From an optimization exercise on the open Yosys and OpenROAD flow, aimed at small area, a short achievable clock period and few clock cycles per item; shortcuts taken in it are not production practice. In this exercise RTL edits were held to simulation tests only and were not proved equivalent to the original.

## flow/design.v (module list and top-level ports; edited modules follow where they fit)
// module lzc: 22 lines
// module gen_lzc: 25 lines
// module lzc_4: 10 lines
// module int_div: 103 lines
// module ks_sub: 36 lines
// module ks_add: 34 lines
// module int_sqrt: 90 lines
// module fp_rnd: 240 lines
// module fp_add_head: 221 lines
// module fp_add_tail: 141 lines
// module fp_mul_head: 130 lines
// module fp_mul_tail: 173 lines
// module mul24: 1955 lines
// module fp_fma_s2: 290 lines
// module fp_fma_tail: 186 lines
// module fp_fma_add_head: 302 lines
// module fma_addsub: 35 lines
// module fp_div: 225 lines
// module fp_div_tail: 124 lines
// module fp_sqrt: 189 lines
// module fp_i2f: 155 lines
// module fp_f2i: 229 lines
// module fp_cmp: 154 lines
// module fp_classify: 113 lines
// module f2d: 146 lines
// module d2f: 153 lines
// module fp_top: 817 lines
module fp_top
#(
    parameter fp_pkg::fp_format_e  FP_FORMAT   = fp_pkg::FP32,
    parameter fp_pkg::int_format_e INT_FORMAT  = fp_pkg::INT32,
    parameter logic        RISCV_MODE  = 1'b0
)
(
    input clk_i,
    input rst_i,
    input start_i,
    output logic ready_o,
    input [63:0] a_i,
    input [63:0] b_i,
    input [63:0] c_i,
    input fp_pkg::roundmode_e rnd_i,
    input fp_pkg::float_op_e op_i,
    input [1:0] op_modify_i,
    output logic [63:0] result_o,
    output logic valid_o,
    output fp_pkg::status_t flags_o
);
  // ...
==> flow/run.sh <==
#!/bin/bash
# synth_recipe.tcl (not shown) runs the flow's synth.tcl, then flattens the netlist and writes it again
# the make line also repeats each setting of config.mk as NAME=value (left out here)
make -C /OpenROAD-flow-scripts/flow DESIGN_CONFIG=/design/flow/config.mk WORK_HOME=/design/flow/orfs CLKGATE_MAP_FILE= SYNTH_SCRIPT=/design/flow/synth_recipe.tcl finish
==> flow/config.mk <==
export PLATFORM = sky130hd
export DESIGN_NAME = fp_top
export DESIGN_NICKNAME = fp_top
export VERILOG_FILES = /design/flow/design.v
export SDC_FILE = /design/flow/constraint.sdc
export NUM_CORES = 8
export LEC_CHECK = 0
export CAP_MARGIN = 20
export CORE_MARGIN = 2
export CORE_UTILIZATION = 40
export SETUP_SLACK_MARGIN = 5
export SLEW_MARGIN = 20
export SYNTH_HIERARCHICAL = 1
export SYNTH_MINIMUM_KEEP_SIZE = 200
export TNS_END_PERCENT = 5
==> flow/constraint.sdc <==
create_clock -name core_clock -period 20.0 [get_ports {clk_i}]
set_input_delay 4.0000 -clock core_clock [delete_from_list [all_inputs] [get_ports {clk_i}]]
set_output_delay 4.0000 -clock core_clock [all_outputs]
set_load 0.01 [all_outputs]
==> results.txt, run 1 <==
Initial Util: 40.3%
outcome: complete, no violations
DRT iter0 DRCs: 19100
syn avg cell area: 7.36 um2
Setup Skew: 0.0265 ns
CTS tree: yes
DR WL met2: 218000 um
Hold Path Class: reg -> reg
hold_buf cts: 0
largest net degree at the start of global routing: 67
CP Max Fanout: 6
routing usage on met2: 50.6%
post-layout min period: 14.88 ns
RSZ-0062 raised after global routing: true
Die ar.: 289000 um2
Final setup viols: 0
Total GRT Usage: 35.7%
worst hold endpoint: int_div_inst.n_q[18]$_DFF_P_
die width: 537 um
clock slew at reported path FFs: 0.06 ns
area of the multi-input gates: 92300 um2
Testbench counts, summed over its fixed seeds: cycles 36,437, ops 24,000.
==> module int_div, before the edit <==
module int_div
#(
  parameter int S = 6
)
(
  input clk_i,
  input reset_i,
  input start_i,
  input [23:0] x_i,
  input [23:0] y_i,
  output logic [27:0] q_o,
  output logic sticky_o,
  output logic done_o
);
localparam int W  = 28;
localparam int K  = (28 + S - 1) / S;    
localparam int E  = K * S - 28;          
localparam int QW = K * S;               
localparam int CW = $clog2(K + 1);
logic busy_q;
logic [CW-1:0] cnt_q;
logic [W-1:0] s_q;
logic [W-1:0] c_q;
logic [W-1:0] d_q;       
logic [QW-1:0] p_q;      
logic [QW-1:0] n_q;      
logic [W-1:0] ss [0:S];
logic [W-1:0] cs [0:S];
logic [S-1:0] dp;
logic [S-1:0] dn;
assign ss[0] = s_q;
assign cs[0] = c_q;
genvar i;
generate
  for (i = 0; i < S; i++) begin : g_step
    logic [W-1:0] s2;
    logic [W-1:0] c2;
    logic [W-1:0] dd;
    logic [3:0] est;
    logic pos;
    logic neg;
    assign s2 = {ss[i][W-2:0], 1'b0};
    assign c2 = {cs[i][W-2:0], 1'b0};
    assign est = s2[W-1 -: 4] + c2[W-1 -: 4];
    assign pos = ~est[3];
    assign neg = est[3] & ~(&est[2:0]);
    assign dd = ({W{pos}} & ~d_q) | ({W{neg}} & d_q);
    assign ss[i+1] = s2 ^ c2 ^ dd;
    assign cs[i+1] = {(s2[W-2:0] & c2[W-2:0]) | (s2[W-2:0] & dd[W-2:0]) | (c2[W-2:0] & dd[W-2:0]), pos};
    assign dp[S-1-i] = pos;
    assign dn[S-1-i] = neg;
  end
endgenerate
logic last;      
assign last = busy_q & (cnt_q == CW'(K-1));
assign done_o = last;
always_ff @(posedge clk_i or negedge reset_i) begin
  if (!reset_i) begin
    busy_q <= 1'b0;
    cnt_q  <= '0;
  end else if (start_i) begin
    busy_q <= 1'b1;
    cnt_q  <= '0;
  end else if (busy_q) begin
    busy_q <= ~last;
    cnt_q  <= cnt_q + 1'b1;
  end
end
always_ff @(posedge clk_i) begin
  if (start_i)
    d_q <= {{(W-25){1'b0}}, y_i, 1'b0};
  s_q <= start_i ? {{(W-24){1'b0}}, x_i} : ss[S];
  c_q <= start_i ? '0 : cs[S];
  p_q <= {p_q[QW-S-1:0], dp};
  n_q <= {n_q[QW-S-1:0], dn};
end
logic [W-1:0] rem;
logic rem_neg;
logic rem_zero;
logic fix_zero;
logic [W-1:0] fx;
logic [W-1:0] fy;
logic [QW-1:0] q_pn;
logic [QW-1:0] q_pn1;
logic [QW-1:0] q_full;
ks_add #(.W(W)) u_rem (.a_i(s_q), .b_i(c_q), .s_o(rem));
assign rem_neg = rem[W-1];
assign rem_zero = (s_q ^ c_q) == {(s_q[W-2:0] | c_q[W-2:0]), 1'b0};
assign fx = s_q ^ c_q ^ d_q;
assign fy = {(s_q[W-2:0] & c_q[W-2:0]) | (s_q[W-2:0] & d_q[W-2:0]) | (c_q[W-2:0] & d_q[W-2:0]), 1'b0};
assign fix_zero = (fx ^ fy) == {(fx[W-2:0] | fy[W-2:0]), 1'b0};
ks_sub #(.W(QW)) u_qpn (.a_i(p_q), .b_i(n_q), .d_o(q_pn), .co_o());
ks_add #(.W(QW)) u_qpn1 (.a_i(p_q), .b_i(~n_q), .s_o(q_pn1));
assign q_full = rem_neg ? q_pn1 : q_pn;
assign q_o = q_full[QW-1:E];
generate
  if (E > 0) begin : g_e
    assign sticky_o = (rem_neg ? ~fix_zero : ~rem_zero) | (q_full[E-1:0] != '0);
  end else begin : g_ne
    assign sticky_o = (rem_neg ? ~fix_zero : ~rem_zero);
  end
endgenerate
endmodule
==> module fp_add_head, before the edit <==
module fp_add_head
(
    input  [31:0] a_i,
    input  [31:0] b_i,
    input         sub_i,
    input  fp_pkg::roundmode_e rnd_i,
    output logic [31:0] spec_o,      
    output logic [1:0]  sel_o,       
    output logic        sign_o,
    output logic [28:0] urpr_mant_o,
    output logic [7:0]  urpr_exp_o,
    output logic [4:0]  shamt_o,
    output logic        sticky_o,
    output logic        invalid_o
);
localparam fp_pkg::fp_format_e FP_FORMAT = fp_pkg::FP32;
localparam int unsigned FP_WIDTH   = fp_pkg::fp_width(FP_FORMAT);
localparam int unsigned EXP_WIDTH  = fp_pkg::exp_bits(FP_FORMAT);
localparam int unsigned MANT_WIDTH = fp_pkg::man_bits(FP_FORMAT);
localparam R_IND = {1'b1, {EXP_WIDTH{1'b1}}, 1'b1, {MANT_WIDTH-1{1'b0}}};
function logic sign(input logic [FP_WIDTH-1:0] val);
    sign = val[FP_WIDTH-1];
endfunction
function logic [EXP_WIDTH-1:0] exp(input logic [FP_WIDTH-1:0] val);
    exp = val[FP_WIDTH-2-:EXP_WIDTH];
endfunction
function logic [MANT_WIDTH-1:0] mant(input logic [FP_WIDTH-1:0] val);
    mant = val[FP_WIDTH-2-EXP_WIDTH:0];
endfunction
function logic is_minus(input logic [FP_WIDTH-1:0] val);
    is_minus = sign(val);
endfunction
function logic is_normal(input logic [FP_WIDTH-1:0] val);
    is_normal = (exp(val) >= 1) && (exp(val) <= (2**EXP_WIDTH-2));
endfunction
function logic is_subnormal(input logic [FP_WIDTH-1:0] val);
    is_subnormal = (exp(val) == 0) && (mant(val) != 0);
endfunction
function logic is_zero(input logic [FP_WIDTH-1:0] val);
    is_zero = val[FP_WIDTH-2:0] == 0;
endfunction
function logic is_inf(input logic [FP_WIDTH-1:0] val);
    is_inf = exp(val) == (2**EXP_WIDTH-1) && mant(val) == 0;
endfunction
function logic is_nan(input logic [FP_WIDTH-1:0] val);
    is_nan = exp(val) == (2**EXP_WIDTH-1) && mant(val) != 0;
endfunction
function logic is_signalling(input logic [FP_WIDTH-1:0] val);
    is_signalling = exp(val) == (2**EXP_WIDTH-1) && mant(val) != 0 && !val[FP_WIDTH-2-EXP_WIDTH];
endfunction
function logic is_quiet(input logic [FP_WIDTH-1:0] val);
    is_quiet = exp(val) == (2**EXP_WIDTH-1) && val[FP_WIDTH-2-EXP_WIDTH];
endfunction
function logic is_canonical(input logic [FP_WIDTH-1:0] val);
    is_canonical = is_finite(val) | is_inf(val) | (exp(val) == (2**EXP_WIDTH-1) && val[FP_WIDTH-2-EXP_WIDTH]);
endfunction
function logic is_finite(input logic [FP_WIDTH-1:0] val);
    is_finite = is_zero(val) | is_subnormal(val) | is_normal(val);
endfunction
function fp_pkg::fp_info_t fp_info(input logic [FP_WIDTH-1:0] val);
    fp_pkg::fp_info_t info;
    info = '0;
    info.is_minus       = is_minus(val);
    info.is_normal      = is_normal(val);
    info.is_subnormal   = is_subnormal(val);
    info.is_zero        = is_zero(val);
    info.is_inf         = is_inf(val);
    info.is_nan         = is_nan(val);
    info.is_signalling  = is_signalling(val);
    info.is_canonical   = is_canonical(val);
    info.is_finite      = is_finite(val);
    info.is_quiet       = is_quiet(val);
    fp_info = info;
endfunction
typedef struct packed {
    logic sign;
    logic [EXP_WIDTH-1:0] exp;
    logic [MANT_WIDTH-1:0] mant;
} fp_encoding_t;
typedef struct packed {
    fp_encoding_t u_result;
    logic [1:0] rs;
    logic round_en;
    logic invalid;
    logic [1:0] exp_cout;
} uround_res_t;
typedef struct packed {
    fp_encoding_t result;
    fp_pkg::status_t flags;
} round_res_t;
typedef struct packed {
    logic sign;
    logic [EXP_WIDTH-1:0] exp;
    logic [2*MANT_WIDTH + 1:0] mant;
} fp_encoding_fma_t;
typedef struct packed {
    fp_encoding_fma_t u_result;
    logic [1:0] rs;
    logic round_en;
    logic invalid;
    logic [1:0] exp_cout;
} uround_res_fma_t;
logic exp_eq, exp_lt;
logic mant_lt;
logic lt;
logic [EXP_WIDTH-1:0]exp_diff;
logic [MANT_WIDTH + fp_pkg::GUARD_BITS:0]shifted_mant;
logic [MANT_WIDTH:0]bigger_mant;
logic urpr_s;
logic [MANT_WIDTH + fp_pkg::GUARD_BITS + 2:0] urpr_mant;
logic [EXP_WIDTH-1:0] urpr_exp;
fp_encoding_t a_decoded;
fp_encoding_t b_decoded;
fp_encoding_t result_o;
logic [EXP_WIDTH:0] stickyindex;
logic [MANT_WIDTH:0] sigB;
logic [MANT_WIDTH:0] compressed_mant;
logic stickybit;
assign a_decoded = a_i;
assign b_decoded = b_i;
fp_pkg::fp_info_t a_info;
fp_pkg::fp_info_t b_info;
assign a_info = fp_info(a_i);
assign b_info = fp_info(b_i);
always_comb
begin
    sel_o = 2'd0;
    result_o = 0;
    if(a_info.is_nan)
    begin
        result_o.sign = a_decoded.sign;
        result_o.mant = {1'b1, a_decoded.mant[MANT_WIDTH-2:0]};
        result_o.exp = a_decoded.exp;
    end
    else if(b_info.is_nan)
    begin
        result_o.sign = b_decoded.sign;
        result_o.mant = {1'b1, b_decoded.mant[MANT_WIDTH-2:0]};
        result_o.exp = b_decoded.exp;
    end
    else if(a_info.is_inf)
        result_o = ((a_decoded.sign ^ (sub_i ^ b_decoded.sign)) & a_info.is_inf & b_info.is_inf)? R_IND : a_decoded;
    else if(a_info.is_normal || a_info.is_subnormal)
        if(b_info.is_inf)
        begin
            result_o.sign = sub_i ^ b_decoded.sign;
            result_o.mant = b_decoded.mant;
            result_o.exp = b_decoded.exp;
        end
        else if(b_info.is_zero)
            result_o = a_decoded;
        else
        begin
            if(a_decoded.exp == b_decoded.exp && a_decoded.mant == b_decoded.mant && (a_decoded.sign != (sub_i ^ b_decoded.sign)))
            begin
                result_o.sign = (rnd_i == fp_pkg::RDN);
                result_o.mant = 0;
                result_o.exp = 0;
            end
            else if(a_info.is_subnormal && b_info.is_subnormal) 
                sel_o = 2'd1;
            else 
                sel_o = 2'd2;
        end
    else if(a_info.is_zero)
    begin
        result_o.sign = sub_i ^ b_decoded.sign;
        result_o.mant = b_decoded.mant;
        result_o.exp = b_decoded.exp;
        if(b_info.is_zero && ((sub_i ^ b_info.is_minus) ^ a_info.is_minus))
            result_o.sign = (rnd_i == fp_pkg::RDN);
    end
end
assign spec_o = result_o;
logic denormalA;
logic denormalB;
assign denormalA = (a_info.is_subnormal ^ b_info.is_subnormal) & a_info.is_subnormal;
assign denormalB = (a_info.is_subnormal ^ b_info.is_subnormal) & b_info.is_subnormal;
assign exp_eq = (a_decoded.exp == b_decoded.exp);
assign exp_lt = (a_decoded.exp < b_decoded.exp);
assign mant_lt = (a_decoded.mant < b_decoded.mant);
assign lt = exp_lt | (exp_eq & mant_lt);
assign exp_diff = lt? (b_decoded.exp - a_decoded.exp)
                    : (a_decoded.exp - b_decoded.exp);
assign shifted_mant = lt? ({{a_info.is_normal, a_decoded.mant},{fp_pkg::GUARD_BITS{1'b0}}} >> (denormalA ? exp_diff - 1 : exp_diff))
                        : ({{b_info.is_normal, b_decoded.mant},{fp_pkg::GUARD_BITS{1'b0}}} >> (denormalB ? exp_diff - 1 : exp_diff));
assign bigger_mant = lt? {b_info.is_normal, b_decoded.mant} : {a_info.is_normal, a_decoded.mant};
assign urpr_s = lt? sub_i ^ b_decoded.sign : a_decoded.sign;
assign urpr_mant = (a_decoded.sign ^ (sub_i ^ b_decoded.sign))? ({1'b0, bigger_mant,{fp_pkg::GUARD_BITS{1'b0}},1'b0} - {1'b0,shifted_mant,stickybit})
                                                            : ({1'b0, bigger_mant,{fp_pkg::GUARD_BITS{1'b0}},1'b0} + {1'b0,shifted_mant,stickybit});
assign urpr_exp = lt? b_decoded.exp : a_decoded.exp;
logic [$clog2(FP_WIDTH)-1:0] shamt;
lzc #(.WIDTH(MANT_WIDTH+fp_pkg::GUARD_BITS)) lzc_inst
(
    .a_i(urpr_mant[MANT_WIDTH + fp_pkg::GUARD_BITS + 1 : fp_pkg::GUARD_BITS - 1]),
    .cnt_o(shamt),
    .zero_o()
);
assign sigB = lt? {a_info.is_normal, a_decoded.mant} : {b_info.is_normal, b_decoded.mant};
genvar i;
generate
    for(i = 0; i <= MANT_WIDTH; i= i+1)
	begin : combine_sig
        assign compressed_mant[i] = |sigB[i:0];
	end
endgenerate
assign stickyindex = exp_diff - (fp_pkg::GUARD_BITS + 1);
always_comb
    if($signed(stickyindex) < $signed(0))
        stickybit = 1'b0;
    else if($signed(stickyindex) > $signed(MANT_WIDTH))
        stickybit = compressed_mant[MANT_WIDTH];
    else
        stickybit = compressed_mant[stickyindex];
assign invalid_o = a_info.is_signalling | b_info.is_signalling | ((a_decoded.sign ^ (sub_i ^ b_decoded.sign)) & a_info.is_inf & b_info.is_inf);
assign sign_o = urpr_s;
assign urpr_mant_o = urpr_mant;
assign urpr_exp_o = urpr_exp;
assign shamt_o = shamt;
assign sticky_o = stickybit;
endmodule
==> inputs of run 2 (changes only) <==
--- a/flow/design.v
+++ b/flow/design.v
@@ -236,39 +236,58 @@
 logic [CW-1:0] cnt_q;
 logic [W-1:0] s_q;
 logic [W-1:0] c_q;
 logic [W-1:0] d_q;       
 logic [QW-1:0] p_q;      
 logic [QW-1:0] n_q;      
 logic [W-1:0] ss [0:S];
 logic [W-1:0] cs [0:S];
+logic [3:0] es [0:S];      
 logic [S-1:0] dp;
 logic [S-1:0] dn;
 assign ss[0] = s_q;
 assign cs[0] = c_q;
+assign es[0] = s_q[W-2 -: 4] + c_q[W-2 -: 4];
 genvar i;
 generate
   for (i = 0; i < S; i++) begin : g_step
     logic [W-1:0] s2;
     logic [W-1:0] c2;
     logic [W-1:0] dd;
-    logic [3:0] est;
     logic pos;
     logic neg;
     assign s2 = {ss[i][W-2:0], 1'b0};
     assign c2 = {cs[i][W-2:0], 1'b0};
-    assign est = s2[W-1 -: 4] + c2[W-1 -: 4];
-    assign pos = ~est[3];
-    assign neg = est[3] & ~(&est[2:0]);
+    assign pos = ~es[i][3];
+    assign neg = es[i][3] & ~(&es[i][2:0]);
     assign dd = ({W{pos}} & ~d_q) | ({W{neg}} & d_q);
     assign ss[i+1] = s2 ^ c2 ^ dd;
     assign cs[i+1] = {(s2[W-2:0] & c2[W-2:0]) | (s2[W-2:0] & dd[W-2:0]) | (c2[W-2:0] & dd[W-2:0]), pos};
     assign dp[S-1-i] = pos;
     assign dn[S-1-i] = neg;
+    logic [W-1:0] sp;
+    logic [W-1:0] cp;
+    logic [W-1:0] sn;
+    logic [W-1:0] cn;
+    logic [W-1:0] sz;
+    logic [W-1:0] cz;
+    assign sp = s2 ^ c2 ^ ~d_q;
+    assign cp = {(s2[W-2:0] & c2[W-2:0]) | (s2[W-2:0] & ~d_q[W-2:0]) | (c2[W-2:0] & ~d_q[W-2:0]), 1'b1};
+    assign sn = s2 ^ c2 ^ d_q;
+    assign cn = {(s2[W-2:0] & c2[W-2:0]) | (s2[W-2:0] & d_q[W-2:0]) | (c2[W-2:0] & d_q[W-2:0]), 1'b0};
+    assign sz = s2 ^ c2;
+    assign cz = {s2[W-2:0] & c2[W-2:0], 1'b0};
+    logic [3:0] ep;
+    logic [3:0] en;
+    logic [3:0] ez;
+    assign ep = sp[W-2 -: 4] + cp[W-2 -: 4];
+    assign en = sn[W-2 -: 4] + cn[W-2 -: 4];
+    assign ez = sz[W-2 -: 4] + cz[W-2 -: 4];
+    assign es[i+1] = pos ? ep : (neg ? en : ez);
   end
 endgenerate
 logic last;      
 assign last = busy_q & (cnt_q == CW'(K-1));
 assign done_o = last;
 always_ff @(posedge clk_i or negedge reset_i) begin
   if (!reset_i) begin
     busy_q <= 1'b0;
@@ -717,24 +736,21 @@
 assign rnd_result_o.flags = flags_o;
 endmodule
 module fp_add_head
 (
     input  [31:0] a_i,
     input  [31:0] b_i,
     input         sub_i,
     input  fp_pkg::roundmode_e rnd_i,
-    output logic [31:0] spec_o,      
-    output logic [1:0]  sel_o,       
     output logic        sign_o,
     output logic [28:0] urpr_mant_o,
     output logic [7:0]  urpr_exp_o,
     output logic [4:0]  shamt_o,
-    output logic        sticky_o,
-    output logic        invalid_o
+    output logic        sticky_o
 );
 localparam fp_pkg::fp_format_e FP_FORMAT = fp_pkg::FP32;
 localparam int unsigned FP_WIDTH   = fp_pkg::fp_width(FP_FORMAT);
 localparam int unsigned EXP_WIDTH  = fp_pkg::exp_bits(FP_FORMAT);
 localparam int unsigned MANT_WIDTH = fp_pkg::man_bits(FP_FORMAT);
 localparam R_IND = {1'b1, {EXP_WIDTH{1'b1}}, 1'b1, {MANT_WIDTH-1{1'b0}}};
 function logic sign(input logic [FP_WIDTH-1:0] val);
     sign = val[FP_WIDTH-1];
@@ -824,27 +840,180 @@
 logic [EXP_WIDTH-1:0]exp_diff;
 logic [MANT_WIDTH + fp_pkg::GUARD_BITS:0]shifted_mant;
 logic [MANT_WIDTH:0]bigger_mant;
 logic urpr_s;
 logic [MANT_WIDTH + fp_pkg::GUARD_BITS + 2:0] urpr_mant;
 logic [EXP_WIDTH-1:0] urpr_exp;
 fp_encoding_t a_decoded;
 fp_encoding_t b_decoded;
-fp_encoding_t result_o;
 logic [EXP_WIDTH:0] stickyindex;
 logic [MANT_WIDTH:0] sigB;
 logic [MANT_WIDTH:0] compressed_mant;
 logic stickybit;
 assign a_decoded = a_i;
 assign b_decoded = b_i;
 fp_pkg::fp_info_t a_info;
 fp_pkg::fp_info_t b_info;
 assign a_info = fp_info(a_i);
 assign b_info = fp_info(b_i);
+logic denormalA;
+logic denormalB;
+assign denormalA = (a_info.is_subnormal ^ b_info.is_subnormal) & a_info.is_subnormal;
+assign denormalB = (a_info.is_subnormal ^ b_info.is_subnormal) & b_info.is_subnormal;
+assign exp_eq = (a_decoded.exp == b_decoded.exp);
+assign exp_lt = (a_decoded.exp < b_decoded.exp);
+assign mant_lt = (a_decoded.mant < b_decoded.mant);
+assign lt = exp_lt | (exp_eq & mant_lt);
+assign exp_diff = lt? (b_decoded.exp - a_decoded.exp)
+                    : (a_decoded.exp - b_decoded.exp);
+assign shifted_mant = lt? ({{a_info.is_normal, a_decoded.mant},{fp_pkg::GUARD_BITS{1'b0}}} >> (denormalA ? exp_diff - 1 : exp_diff))
+                        : ({{b_info.is_normal, b_decoded.mant},{fp_pkg::GUARD_BITS{1'b0}}} >> (denormalB ? exp_diff - 1 : exp_diff));
+assign bigger_mant = lt? {b_info.is_normal, b_decoded.mant} : {a_info.is_normal, a_decoded.mant};
+assign urpr_s = lt? sub_i ^ b_decoded.sign : a_decoded.sign;
+assign urpr_mant = (a_decoded.sign ^ (sub_i ^ b_decoded.sign))? ({1'b0, bigger_mant,{fp_pkg::GUARD_BITS{1'b0}},1'b0} - {1'b0,shifted_mant,stickybit})
+                                                            : ({1'b0, bigger_mant,{fp_pkg::GUARD_BITS{1'b0}},1'b0} + {1'b0,shifted_mant,stickybit});
+assign urpr_exp = lt? b_decoded.exp : a_decoded.exp;
+logic [$clog2(FP_WIDTH)-1:0] shamt;
+lzc #(.WIDTH(MANT_WIDTH+fp_pkg::GUARD_BITS)) lzc_inst
+(
+    .a_i(urpr_mant[MANT_WIDTH + fp_pkg::GUARD_BITS + 1 : fp_pkg::GUARD_BITS - 1]),
+    .cnt_o(shamt),
+    .zero_o()
+);
+assign sigB = lt? {a_info.is_normal, a_decoded.mant} : {b_info.is_normal, b_decoded.mant};
+genvar i;
+generate
+    for(i = 0; i <= MANT_WIDTH; i= i+1)
+	begin : combine_sig
+        assign compressed_mant[i] = |sigB[i:0];
+	end
+endgenerate
+assign stickyindex = exp_diff - (fp_pkg::GUARD_BITS + 1);
+always_comb
+    if($signed(stickyindex) < $signed(0))
+        stickybit = 1'b0;
+    else if($signed(stickyindex) > $signed(MANT_WIDTH))
+        stickybit = compressed_mant[MANT_WIDTH];
+    else
+        stickybit = compressed_mant[stickyindex];
+assign sign_o = urpr_s;
+assign urpr_mant_o = urpr_mant;
+assign urpr_exp_o = urpr_exp;
+assign shamt_o = shamt;
+assign sticky_o = stickybit;
+endmodule
+module fp_add_spec
+#(
+    parameter fp_pkg::fp_format_e FP_FORMAT = fp_pkg::FP32
+)
+(
+    input  [31:0] a_i,
+    input  [31:0] b_i,
+    input         sub_i,
+    input  fp_pkg::roundmode_e rnd_i,
+    output logic [31:0] spec_o,      
+    output logic [1:0]  sel_o,       
+    output logic        invalid_o
+);
+localparam int unsigned FP_WIDTH   = fp_pkg::fp_width(FP_FORMAT);
+localparam int unsigned EXP_WIDTH  = fp_pkg::exp_bits(FP_FORMAT);
+localparam int unsigned MANT_WIDTH = fp_pkg::man_bits(FP_FORMAT);
+localparam R_IND = {1'b1, {EXP_WIDTH{1'b1}}, 1'b1, {MANT_WIDTH-1{1'b0}}};
+function logic sign(input logic [FP_WIDTH-1:0] val);
+    sign = val[FP_WIDTH-1];
+endfunction
+function logic [EXP_WIDTH-1:0] exp(input logic [FP_WIDTH-1:0] val);
+    exp = val[FP_WIDTH-2-:EXP_WIDTH];
+endfunction
+function logic [MANT_WIDTH-1:0] mant(input logic [FP_WIDTH-1:0] val);
+    mant = val[FP_WIDTH-2-EXP_WIDTH:0];
+endfunction
+function logic is_minus(input logic [FP_WIDTH-1:0] val);
+    is_minus = sign(val);
+endfunction
+function logic is_normal(input logic [FP_WIDTH-1:0] val);
+    is_normal = (exp(val) >= 1) && (exp(val) <= (2**EXP_WIDTH-2));
+endfunction
+function logic is_subnormal(input logic [FP_WIDTH-1:0] val);
+    is_subnormal = (exp(val) == 0) && (mant(val) != 0);
+endfunction
+function logic is_zero(input logic [FP_WIDTH-1:0] val);
+    is_zero = val[FP_WIDTH-2:0] == 0;
+endfunction
+function logic is_inf(input logic [FP_WIDTH-1:0] val);
+    is_inf = exp(val) == (2**EXP_WIDTH-1) && mant(val) == 0;
+endfunction
+function logic is_nan(input logic [FP_WIDTH-1:0] val);
+    is_nan = exp(val) == (2**EXP_WIDTH-1) && mant(val) != 0;
+endfunction
+function logic is_signalling(input logic [FP_WIDTH-1:0] val);
+    is_signalling = exp(val) == (2**EXP_WIDTH-1) && mant(val) != 0 && !val[FP_WIDTH-2-EXP_WIDTH];
+endfunction
+function logic is_quiet(input logic [FP_WIDTH-1:0] val);
+    is_quiet = exp(val) == (2**EXP_WIDTH-1) && val[FP_WIDTH-2-EXP_WIDTH];
+endfunction
+function logic is_canonical(input logic [FP_WIDTH-1:0] val);
+    is_canonical = is_finite(val) | is_inf(val) | (exp(val) == (2**EXP_WIDTH-1) && val[FP_WIDTH-2-EXP_WIDTH]);
+endfunction
+function logic is_finite(input logic [FP_WIDTH-1:0] val);
+    is_finite = is_zero(val) | is_subnormal(val) | is_normal(val);
+endfunction
+function fp_pkg::fp_info_t fp_info(input logic [FP_WIDTH-1:0] val);
+    fp_pkg::fp_info_t info;
+    info = '0;
+    info.is_minus       = is_minus(val);
+    info.is_normal      = is_normal(val);
+    info.is_subnormal   = is_subnormal(val);
+    info.is_zero        = is_zero(val);
+    info.is_inf         = is_inf(val);
+    info.is_nan         = is_nan(val);
+    info.is_signalling  = is_signalling(val);
+    info.is_canonical   = is_canonical(val);
+    info.is_finite      = is_finite(val);
+    info.is_quiet       = is_quiet(val);
+    fp_info = info;
+endfunction
+typedef struct packed {
+    logic sign;
+    logic [EXP_WIDTH-1:0] exp;
+    logic [MANT_WIDTH-1:0] mant;
+} fp_encoding_t;
+typedef struct packed {
+    fp_encoding_t u_result;
+    logic [1:0] rs;
+    logic round_en;
+    logic invalid;
+    logic [1:0] exp_cout;
+} uround_res_t;
+typedef struct packed {
+    fp_encoding_t result;
+    fp_pkg::status_t flags;
+} round_res_t;
+typedef struct packed {
+    logic sign;
+    logic [EXP_WIDTH-1:0] exp;
+    logic [2*MANT_WIDTH + 1:0] mant;
+} fp_encoding_fma_t;
+typedef struct packed {
+    fp_encoding_fma_t u_result;
+    logic [1:0] rs;
+    logic round_en;
+    logic invalid;
+    logic [1:0] exp_cout;
+} uround_res_fma_t;
+fp_encoding_t a_decoded;
+fp_encoding_t b_decoded;
+fp_encoding_t result_o;
+assign a_decoded = a_i;
+assign b_decoded = b_i;
+fp_pkg::fp_info_t a_info;
+fp_pkg::fp_info_t b_info;
+assign a_info = fp_info(a_i);
+assign b_info = fp_info(b_i);
 always_comb
 begin
     sel_o = 2'd0;
     result_o = 0;
     if(a_info.is_nan)
     begin
         result_o.sign = a_decoded.sign;
         result_o.mant = {1'b1, a_decoded.mant[MANT_WIDTH-2:0]};
@@ -885,62 +1054,17 @@
         result_o.sign = sub_i ^ b_decoded.sign;
         result_o.mant = b_decoded.mant;
         result_o.exp = b_decoded.exp;
         if(b_info.is_zero && ((sub_i ^ b_info.is_minus) ^ a_info.is_minus))
             result_o.sign = (rnd_i == fp_pkg::RDN);
     end
 end
 assign spec_o = result_o;
-logic denormalA;
-logic denormalB;
-assign denormalA = (a_info.is_subnormal ^ b_info.is_subnormal) & a_info.is_subnormal;
-assign denormalB = (a_info.is_subnormal ^ b_info.is_subnormal) & b_info.is_subnormal;
-assign exp_eq = (a_decoded.exp == b_decoded.exp);
-assign exp_lt = (a_decoded.exp < b_decoded.exp);
-assign mant_lt = (a_decoded.mant < b_decoded.mant);
-assign lt = exp_lt | (exp_eq & mant_lt);
-assign exp_diff = lt? (b_decoded.exp - a_decoded.exp)
-                    : (a_decoded.exp - b_decoded.exp);
-assign shifted_mant = lt? ({{a_info.is_normal, a_decoded.mant},{fp_pkg::GUARD_BITS{1'b0}}} >> (denormalA ? exp_diff - 1 : exp_diff))
-                        : ({{b_info.is_normal, b_decoded.mant},{fp_pkg::GUARD_BITS{1'b0}}} >> (denormalB ? exp_diff - 1 : exp_diff));
-assign bigger_mant = lt? {b_info.is_normal, b_decoded.mant} : {a_info.is_normal, a_decoded.mant};
-assign urpr_s = lt? sub_i ^ b_decoded.sign : a_decoded.sign;
-assign urpr_mant = (a_decoded.sign ^ (sub_i ^ b_decoded.sign))? ({1'b0, bigger_mant,{fp_pkg::GUARD_BITS{1'b0}},1'b0} - {1'b0,shifted_mant,stickybit})
-                                                            : ({1'b0, bigger_mant,{fp_pkg::GUARD_BITS{1'b0}},1'b0} + {1'b0,shifted_mant,stickybit});
-assign urpr_exp = lt? b_decoded.exp : a_decoded.exp;
-logic [$clog2(FP_WIDTH)-1:0] shamt;
-lzc #(.WIDTH(MANT_WIDTH+fp_pkg::GUARD_BITS)) lzc_inst
-(
-    .a_i(urpr_mant[MANT_WIDTH + fp_pkg::GUARD_BITS + 1 : fp_pkg::GUARD_BITS - 1]),
-    .cnt_o(shamt),
-    .zero_o()
-);
-assign sigB = lt? {a_info.is_normal, a_decoded.mant} : {b_info.is_normal, b_decoded.mant};
-genvar i;
-generate
-    for(i = 0; i <= MANT_WIDTH; i= i+1)
-	begin : combine_sig
-        assign compressed_mant[i] = |sigB[i:0];
-	end
-endgenerate
-assign stickyindex = exp_diff - (fp_pkg::GUARD_BITS + 1);
-always_comb
-    if($signed(stickyindex) < $signed(0))
-        stickybit = 1'b0;
-    else if($signed(stickyindex) > $signed(MANT_WIDTH))
-        stickybit = compressed_mant[MANT_WIDTH];
-    else
-        stickybit = compressed_mant[stickyindex];
 assign invalid_o = a_info.is_signalling | b_info.is_signalling | ((a_decoded.sign ^ (sub_i ^ b_decoded.sign)) & a_info.is_inf & b_info.is_inf);
-assign sign_o = urpr_s;
-assign urpr_mant_o = urpr_mant;
-assign urpr_exp_o = urpr_exp;
-assign shamt_o = shamt;
-assign sticky_o = stickybit;
 endmodule
 module fp_add_tail
 #(
     parameter fp_pkg::fp_format_e FP_FORMAT = fp_pkg::FP32
 )
 (
     input  [31:0] spec_i,
     input  [1:0]  sel_i,
@@ -5834,70 +5958,45 @@
             fma_rnd_q  <= rnd_i;
         end else if (fma_done) begin
             fma_busy_q <= 1'b0;
         end
     end
 end
 logic add_done;
 assign add_done = add_start;
-logic [31:0] add_spec;
-logic [1:0]  add_sel;
 logic        add_sign;
 logic [28:0] add_urpr_mant;
 logic [7:0]  add_urpr_exp;
 logic [4:0]  add_shamt;
 logic        add_sticky;
-logic        add_invalid;
 fp_add_head fp_add_head_inst
 (
     .a_i(a_fp),
     .b_i(b_fp),
     .sub_i(op_modify_i == 2'b01),
     .rnd_i(rnd_i),
-    .spec_o(add_spec),
-    .sel_o(add_sel),
     .sign_o(add_sign),
     .urpr_mant_o(add_urpr_mant),
     .urpr_exp_o(add_urpr_exp),
     .shamt_o(add_shamt),
-    .sticky_o(add_sticky),
-    .invalid_o(add_invalid)
+    .sticky_o(add_sticky)
 );
-logic [31:0] add_spec_q;
-logic [1:0]  add_sel_q;
 logic        add_sign_q;
 logic [28:0] add_urpr_mant_q;
 logic [7:0]  add_urpr_exp_q;
 logic [4:0]  add_shamt_q;
 logic        add_sticky_q;
-logic        add_invalid_q;
 always_ff @(posedge clk_i) begin
-    add_spec_q      <= add_spec;
-    add_sel_q       <= add_sel;
     add_sign_q      <= add_sign;
     add_urpr_mant_q <= add_urpr_mant;
     add_urpr_exp_q  <= add_urpr_exp;
     add_shamt_q     <= add_shamt;
     add_sticky_q    <= add_sticky;
-    add_invalid_q   <= add_invalid;
 end
-uround_res_t add_urnd_result;
-fp_add_tail #(.FP_FORMAT(FP_FORMAT)) fp_add_tail_inst
-(
-    .spec_i(add_spec_q),
-    .sel_i(add_sel_q),
-    .sign_i(add_sign_q),
-    .urpr_mant_i(add_urpr_mant_q),
-    .urpr_exp_i(add_urpr_exp_q),
-    .shamt_i(add_shamt_q),
-    .sticky_i(add_sticky_q),
-    .invalid_i(add_invalid_q),
-    .urnd_result_o(add_urnd_result)
-);
 logic mul_done;
 assign mul_done = mul_start;
 logic [FP_WIDTH-1:0] m_a_fp;
 assign m_a_fp = {a_fp[FP_WIDTH-1] ^ ((op_i == fp_pkg::FMADD) & op_modify_i[1]), a_fp[FP_WIDTH-2:0]};
 logic [47:0] m_prod;
 logic [9:0]  m_expa;
 logic [9:0]  m_expb;
 fp_mul_head fp_mul_head_inst
@@ -5977,38 +6076,32 @@
     .amul_uf_o(f_amul_uf),
     .asign_o(f_asign),
     .aurpr_mant_o(f_aurpr_mant),
     .aurpr_exp_o(f_aurpr_exp),
     .ashamt_o(f_ashamt),
     .asticky_o(f_asticky),
     .aexp_in_o()
 );
-logic        f_fsel_q;
-logic [31:0] f_fspec_q;
-logic        f_invalid_q;
 logic        f_msticky_q;
 logic        f_asel_add_q;
 logic        f_asel_sub_q;
 logic [25:0] f_aspec_q;
 logic        f_aspec_sign_q;
 logic [7:0]  f_aspec_exp_q;
 logic        f_around_en_q;
 logic        f_around_only_q;
 logic        f_amul_ovf_q;
 logic        f_amul_uf_q;
 logic        f_asign_q;
 logic [53:0] f_aurpr_mant_q;
 logic [7:0]  f_aurpr_exp_q;
 logic [5:0]  f_ashamt_q;
 logic        f_asticky_q;
 always_ff @(posedge clk_i) begin
-    f_fsel_q        <= f_fsel;
-    f_fspec_q       <= f_fspec;
-    f_invalid_q     <= f_invalid;
     f_msticky_q     <= f_msticky;
     f_asel_add_q    <= f_asel_add;
     f_asel_sub_q    <= f_asel_sub;
     f_aspec_q       <= f_aspec;
     f_aspec_sign_q  <= f_aspec_sign;
     f_aspec_exp_q   <= f_aspec_exp;
     f_around_en_q   <= f_around_en;
     f_around_only_q <= f_around_only;
@@ -6035,41 +6128,55 @@
     .y_o(div_y),
     .q_i('0),
     .sticky_i(1'b0),
     .urnd_result_o(div_head),
     .divide_by_zero(div_by_zero),
     .sign_o(div_sign),
     .shift_exp_o(div_shift_exp)
 );
-logic [31:0] div_spec_q;
-logic div_round_en_q;
-logic div_invalid_q;
-logic div_sign_q;
 logic [9:0] div_shift_exp_q;
 always_ff @(posedge clk_i) begin
-    div_spec_q      <= div_head.u_result;
-    div_round_en_q  <= div_head.round_en;
-    div_invalid_q   <= div_head.invalid;
-    div_sign_q      <= div_sign;
     div_shift_exp_q <= div_shift_exp;
 end
 logic [27:0] div_q;
 logic div_sticky;
-int_div #(.S(6)) int_div_inst
+int_div #(.S(7)) int_div_inst
 (
     .clk_i(clk_i),
     .reset_i(rst_i),
     .start_i(div_start),
     .x_i(div_x),
     .y_i(div_y),
     .q_o(div_q),
     .sticky_o(div_sticky),
     .done_o(div_done)
 );
+uround_res_t div_head_q;
+logic div_sign_q;
+fp_div #(.FP_FORMAT(FP_FORMAT)) fp_div_spec_inst
+(
+    .a_i(m_a_q),
+    .b_i(m_b_q),
+    .rnd_i(rnd_i),
+    .x_o(),
+    .y_o(),
+    .q_i('0),
+    .sticky_i(1'b0),
+    .urnd_result_o(div_head_q),
+    .divide_by_zero(),
+    .sign_o(div_sign_q),
+    .shift_exp_o()
+);
+logic [31:0] div_spec_q;
+logic div_round_en_q;
+logic div_invalid_q;
+assign div_spec_q     = div_head_q.u_result;
+assign div_round_en_q = div_head_q.round_en;
+assign div_invalid_q  = div_head_q.invalid;
 uround_res_t div_urnd_result;
 fp_div_tail fp_div_tail_inst
 (
     .spec_i(div_spec_q),
     .round_en_i(div_round_en_q),
     .invalid_i(div_invalid_q),
     .sign_i(div_sign_q),
     .shift_exp_i(div_shift_exp_q),
@@ -6344,16 +6451,49 @@
     urnd_q <= urnd_sel;
     direct_result_q <= direct_result_sel;
     direct_flags_q <= direct_flags_sel;
     op_q <= op_sel;
     need_rnd_q <= need_rnd_sel;
     dz_q <= dz_sel;
     rnd_q <= rnd_sel;
 end
+logic        f_fsel_q;
+logic [31:0] f_fspec_q;
+logic        f_invalid_q;
+fp_fma_s2 #(.FP_FORMAT(FP_FORMAT)) fp_fma_spec_inst
+(
+    .prod_i(m_prod_q),
+    .expa_i(m_expa_q),
+    .expb_i(m_expb_q),
+    .a_i(m_a_q),
+    .b_i(m_b_q),
+    .c_i(m_c_q),
+    .sub_i(m_sub_q),
+    .rnd_i(fma_rnd_q),
+    .fsel_o(f_fsel_q),
+    .fspec_o(f_fspec_q),
+    .invalid_o(f_invalid_q),
+    .msticky_o(),
+    .asel_add_o(),
+    .asel_sub_o(),
+    .aspec_o(),
+    .aspec_sign_o(),
+    .aspec_exp_o(),
+    .around_en_o(),
+    .around_only_o(),
+    .amul_ovf_o(),
+    .amul_uf_o(),
+    .asign_o(),
+    .aurpr_mant_o(),
+    .aurpr_exp_o(),
+    .ashamt_o(),
+    .asticky_o(),
+    .aexp_in_o()
+);
 uround_res_t fma_urnd_result;
 logic round_only_q;
 logic mul_ovf_q;
 logic mul_uf_q;
 logic mul_uround_out_q;
 logic fma_round_only;
 logic fma_mul_ovf;
 logic fma_mul_uf;
@@ -6380,16 +6520,42 @@
     .asticky_i(f_asticky_q),
     .rnd_i(rnd_q),
     .round_only(fma_round_only),
     .mul_ovf(fma_mul_ovf),
     .mul_uf(fma_mul_uf),
     .mul_uround_out(fma_mul_uround_out),
     .urnd_result_o(fma_urnd_result)
 );
+logic [31:0] add_spec_q;
+logic [1:0]  add_sel_q;
+logic        add_invalid_q;
+fp_add_spec #(.FP_FORMAT(FP_FORMAT)) fp_add_spec_inst
+(
+    .a_i(m_a_q),
+    .b_i(m_b_q),
+    .sub_i(m_sub_q),
+    .rnd_i(rnd_q),
+    .spec_o(add_spec_q),
+    .sel_o(add_sel_q),
+    .invalid_o(add_invalid_q)
+);
+uround_res_t add_urnd_result;
+fp_add_tail #(.FP_FORMAT(FP_FORMAT)) fp_add_tail_inst
+(
+    .spec_i(add_spec_q),
+    .sel_i(add_sel_q),
+    .sign_i(add_sign_q),
+    .urpr_mant_i(add_urpr_mant_q),
+    .urpr_exp_i(add_urpr_exp_q),
+    .shamt_i(add_shamt_q),
+    .sticky_i(add_sticky_q),
+    .invalid_i(add_invalid_q),
+    .urnd_result_o(add_urnd_result)
+);
 uround_res_t urnd_o;
 always_comb begin
     urnd_o = urnd_q;
     round_only_q = 1'b0;
     mul_ovf_q = 1'b0;
     mul_uf_q = 1'b0;
     mul_uround_out_q = 1'b0;
     case (op_q)
--- a/flow/config.mk
+++ b/flow/config.mk
@@ -7,9 +7,8 @@
 export LEC_CHECK = 0
 export CAP_MARGIN = 20
 export CORE_MARGIN = 2
 export CORE_UTILIZATION = 40
 export SETUP_SLACK_MARGIN = 5
 export SLEW_MARGIN = 20
 export SYNTH_HIERARCHICAL = 1
 export SYNTH_MINIMUM_KEEP_SIZE = 200
-export TNS_END_PERCENT = 5
==> run 2 against run 1 <==
  * Critical path depth is 2 higher
  * Routed wire length fell by 0.82%
  * Via count up 1.2%
  * Register-to-register slack better by 0.03 ns
  * Global-route usage fell by 0.84 points
  * Critical path type unchanged
==> results.txt, run 2 <==
Clock Latency Late Sink: 0.76 ns (was 0.74 ns)
layout cells sized above 1: 10.2% (was 10.6%)
most frequent cells in the layout: nand2_1, nor2_1, a21oi_1 (unchanged)
post-layout min period: 14.84 ns (was 14.88 ns)
DIE HEIGHT: 541 um (was 537 um)
reg2reg start: m_b_q[17]$_DFF_P_ (was m_b_q[5]$_DFF_P_)
FF-to-FF setup slack: 5.27 ns (was 5.24 ns)
Cells after Synth: 16000 (was 15500)
total number of vias: 127000 (was 126000)
Slew Limit Fails: 0 (unchanged)
Remaining DRCs: 0 (unchanged)
core area: 288000 um2 (was 283000 um2)
max-cap viol count: 0 (unchanged)
Placement Setup Slack: 2.36 ns (was 2.03 ns)
Layout Nets: 17100 (was 16500)
H-tree Lvls: 3 (unchanged)
DP Wirelength: 406000 um (was 403000 um)
Crit Path Category: reg -> out (unchanged)
max reg flops: 53 (unchanged)
Die ar.: 293000 um2 (was 289000 um2)
Slew @ Worst Pin: 1.35 ns (was 1.30 ns)
Hold Path Class: reg -> reg (unchanged)
Worst Slack Setup Final: 5.16 ns (was 5.12 ns)
top flop regs: f_aurpr_mant_q x53, m_prod_q x48, urnd_q x38 (unchanged)
reg2reg end: f_ashamt_q[0]$_SDFF_PN0_ (was f_ashamt_q[2]$_SDFF_PN0_)
CTS max path bufs: 3 (unchanged)
port buffer count: 210 (unchanged)
yosys warns: 60 (was 58)
Worst Setup End Kind: output port (unchanged)
die width: 541 um (was 537 um)
Post-Route WL: 539000 um (was 544000 um)
CTS buffer count: 84 (was 87)
setup total negative slack: 0 ns (unchanged)
crit start category: register (unchanged)
Reg2Reg Depth: 56 (was 58)
CTS tree: yes (unchanged)
worst rel slew slack: 8.71% (was 12.7%)
Mapped Area: 115000 um2 (was 114000 um2)
CP endpoint: flags_o[1] (unchanged)
Initial Util: 40.1% (was 40.3%)
Final setup viols: 0 (unchanged)
antenna violations before repair: 44 (was 45)
RSZ-0062 raised after global routing: true (unchanged)
syn avg cell area: 7.23 um2 (was 7.36 um2)
I/O pins: 275 (unchanged)
outcome: complete, no violations (unchanged)
DR vias/cell: 6.48 (was 6.58)
Initial DRT Pass Iterations: 9 (was 20)
Slowest-stage cell, CP: a2111oi_4 (was or4b_4)
P&R area growth vs syn: 10.7% (about the same)
largest net degree at the start of global routing: 87 (was 67)
DR WL/cell: 27.5 um (was 28.5 um)
Hold Startpoint: int_div_inst.n_q[15]$_DFF_P_ (was int_div_inst.n_q[12]$_DFF_P_)
cell at the root of the clock tree: clkbuf_16 (unchanged)
most common cell after layout, fill and taps aside: nand2_1 (unchanged)
Post-Syn Nets: 17400 (was 16700)
clk sinks: 633 (was 741)
f_max: 67.4 MHz (was 67.2 MHz)
Setup Skew: 0.0630 ns (was 0.0265 ns)
gr ovfl total: 0 (unchanged)
gpl congestion: 1.05 (was 1.03)
final-report hold violation count: 0 (unchanged)
vias in the first global route: 115000 (was 113000)
Largest Register: f_aurpr_mant_q (unchanged)
Worst EP arrival: 10.84 ns (was 10.88 ns)
antenna-violating nets left: 0 (unchanged)
Fillers: 29600 (was 29000)
DRT iter0 DRCs: 18500 (was 19100)
slowest stage delay, CP: 0.41 ns (was 0.55 ns)
clock slew at reported path FFs: 0.06 ns (about the same)
Data required, critical path: 16.00 ns (about the same)
crit path from: int_div_inst.s_q[2]$_DFF_P_ (was int_div_inst.c_q[2]$_SDFF_PP0_)
Total GRT Usage: 34.9% (was 35.7%)
CP Max Fanout: 8 (was 6)
row count: 197 (was 195)
post-route clock period utilization: 74.2% (was 74.4%)
first-pass GRT wire length: 779000 um (was 781000 um)
## run 2: cell type report
class | instances | area, um2 | area share [%]
clock inverters | 52 | 687 | 0.538
multi-input cells | 13000 | 95600 | 74.9
repair buffers | 809 | 6890 | 5.39
well taps | 3781 | 4730 | 3.70
flip-flops and latches | 633 | 13000 | 10.2
diodes | 33 | 82.6 | 0.0646
inverters | 1163 | 4410 | 3.45
clock buffers | 105 | 2290 | 1.79
repair inverters | 1 | 5.00 | 0.00392
## run 2: per-stage QoR
stage | cells | cell area [um2] | hold slack, ns | util, %
2_1_floorplan | 16000 | 115000 | 0.331 | -
3_3_place_gp | 19300 | 122000 | 0.341 | 42.3
3_5_place_dp | 19300 | 122000 | 0.338 | 42.3
4_1_cts | 19500 | 126000 | 0.351 | 43.7
5_1_grt | 19600 | 128000 | 0.360 | 44.4
6_report | 19600 | 128000 | 0.353 | 44.4
## run 2: critical path: cells and delay by family, from the launching register on
| family | cells | cell delay [ns] |
|---|---|---|
| AOI/OAI and AO/OA | 24 | 4.58 |
| adders and majority gates | 4 | 0.83 |
| buffers and inverters | 9 | 1.31 |
| DFF | 1 | 0.36 |
| muxes | 3 | 0.88 |
| and+or+nand+nor | 12 | 2.11 |
## run 2: worst min path at each step
stage	endpoint	slack, ns	depth (start not counted)
CTS	int_div_inst.n_q[22]$_DFF_P_	0.35	0
floorplan	int_div_inst.n_q[10]$_DFF_P_	0.33	0
detailed placement	int_div_inst.n_q[22]$_DFF_P_	0.34	0
global route	int_div_inst.n_q[27]$_DFF_P_	0.36	0
finish	int_div_inst.n_q[22]$_DFF_P_	0.35	0
global placement	int_div_inst.p_q[27]$_DFF_P_	0.34	0
## run 2: what timing repair did
item,4_1_cts,5_1_grt
buffers inserted,38,78
pin swaps,28,70
hold buffers,0,0
cloned,6,12
resized for setup,155,239
setup endpoints to repair,86,107
## run 2: per-layer routing
layer | GRT usage, % | share of wire, % | up-vias | routed length [um]
met2 | 50.3 | 41 | 8429 | 220000
met3 | 9.39 | 13 | 1599 | 68000
met5 | 0 | 0.016 | - | 84
li1 | - | - | 57000 | -
met1 | 47.6 | 41 | 60100 | 219000
met4 | 17.2 | 6.0 | 12 | 32600
Testbench counts of run 2, summed over its fixed seeds: cycles 35,466, ops 24,000.

==> afterwards: timing with drivers on the ports <==
In the flow no input, the clock included, has a driving cell. The finished layouts below were timed again as built, in two steps.
Step 1: set_driving_cell puts a clkbuf_16 on clk_i and a buf_2 on each other input, an assumption about the parent block.
Step 2 also shifts input and output timing later by t, the mid clock arrival at the registers, as if the neighbouring blocks saw the same clock.
Three values: ideal, step 1, step 2; two values: the first two.
| run | t, ns | setup WS [ns] | worst setup path at the end |
|---|---|---|---|
| run 1 | 0.827 | 5.117 / 5.020 / 4.374 | input to register |
| run 2 | 0.820 | 5.161 / 5.065 / 4.526 | input to register |
After both steps every run listed still meets setup and hold. For run 1, which loses most, drivers alone change the setup slack by -0.097 ns; drivers and shift together by -0.743 ns.
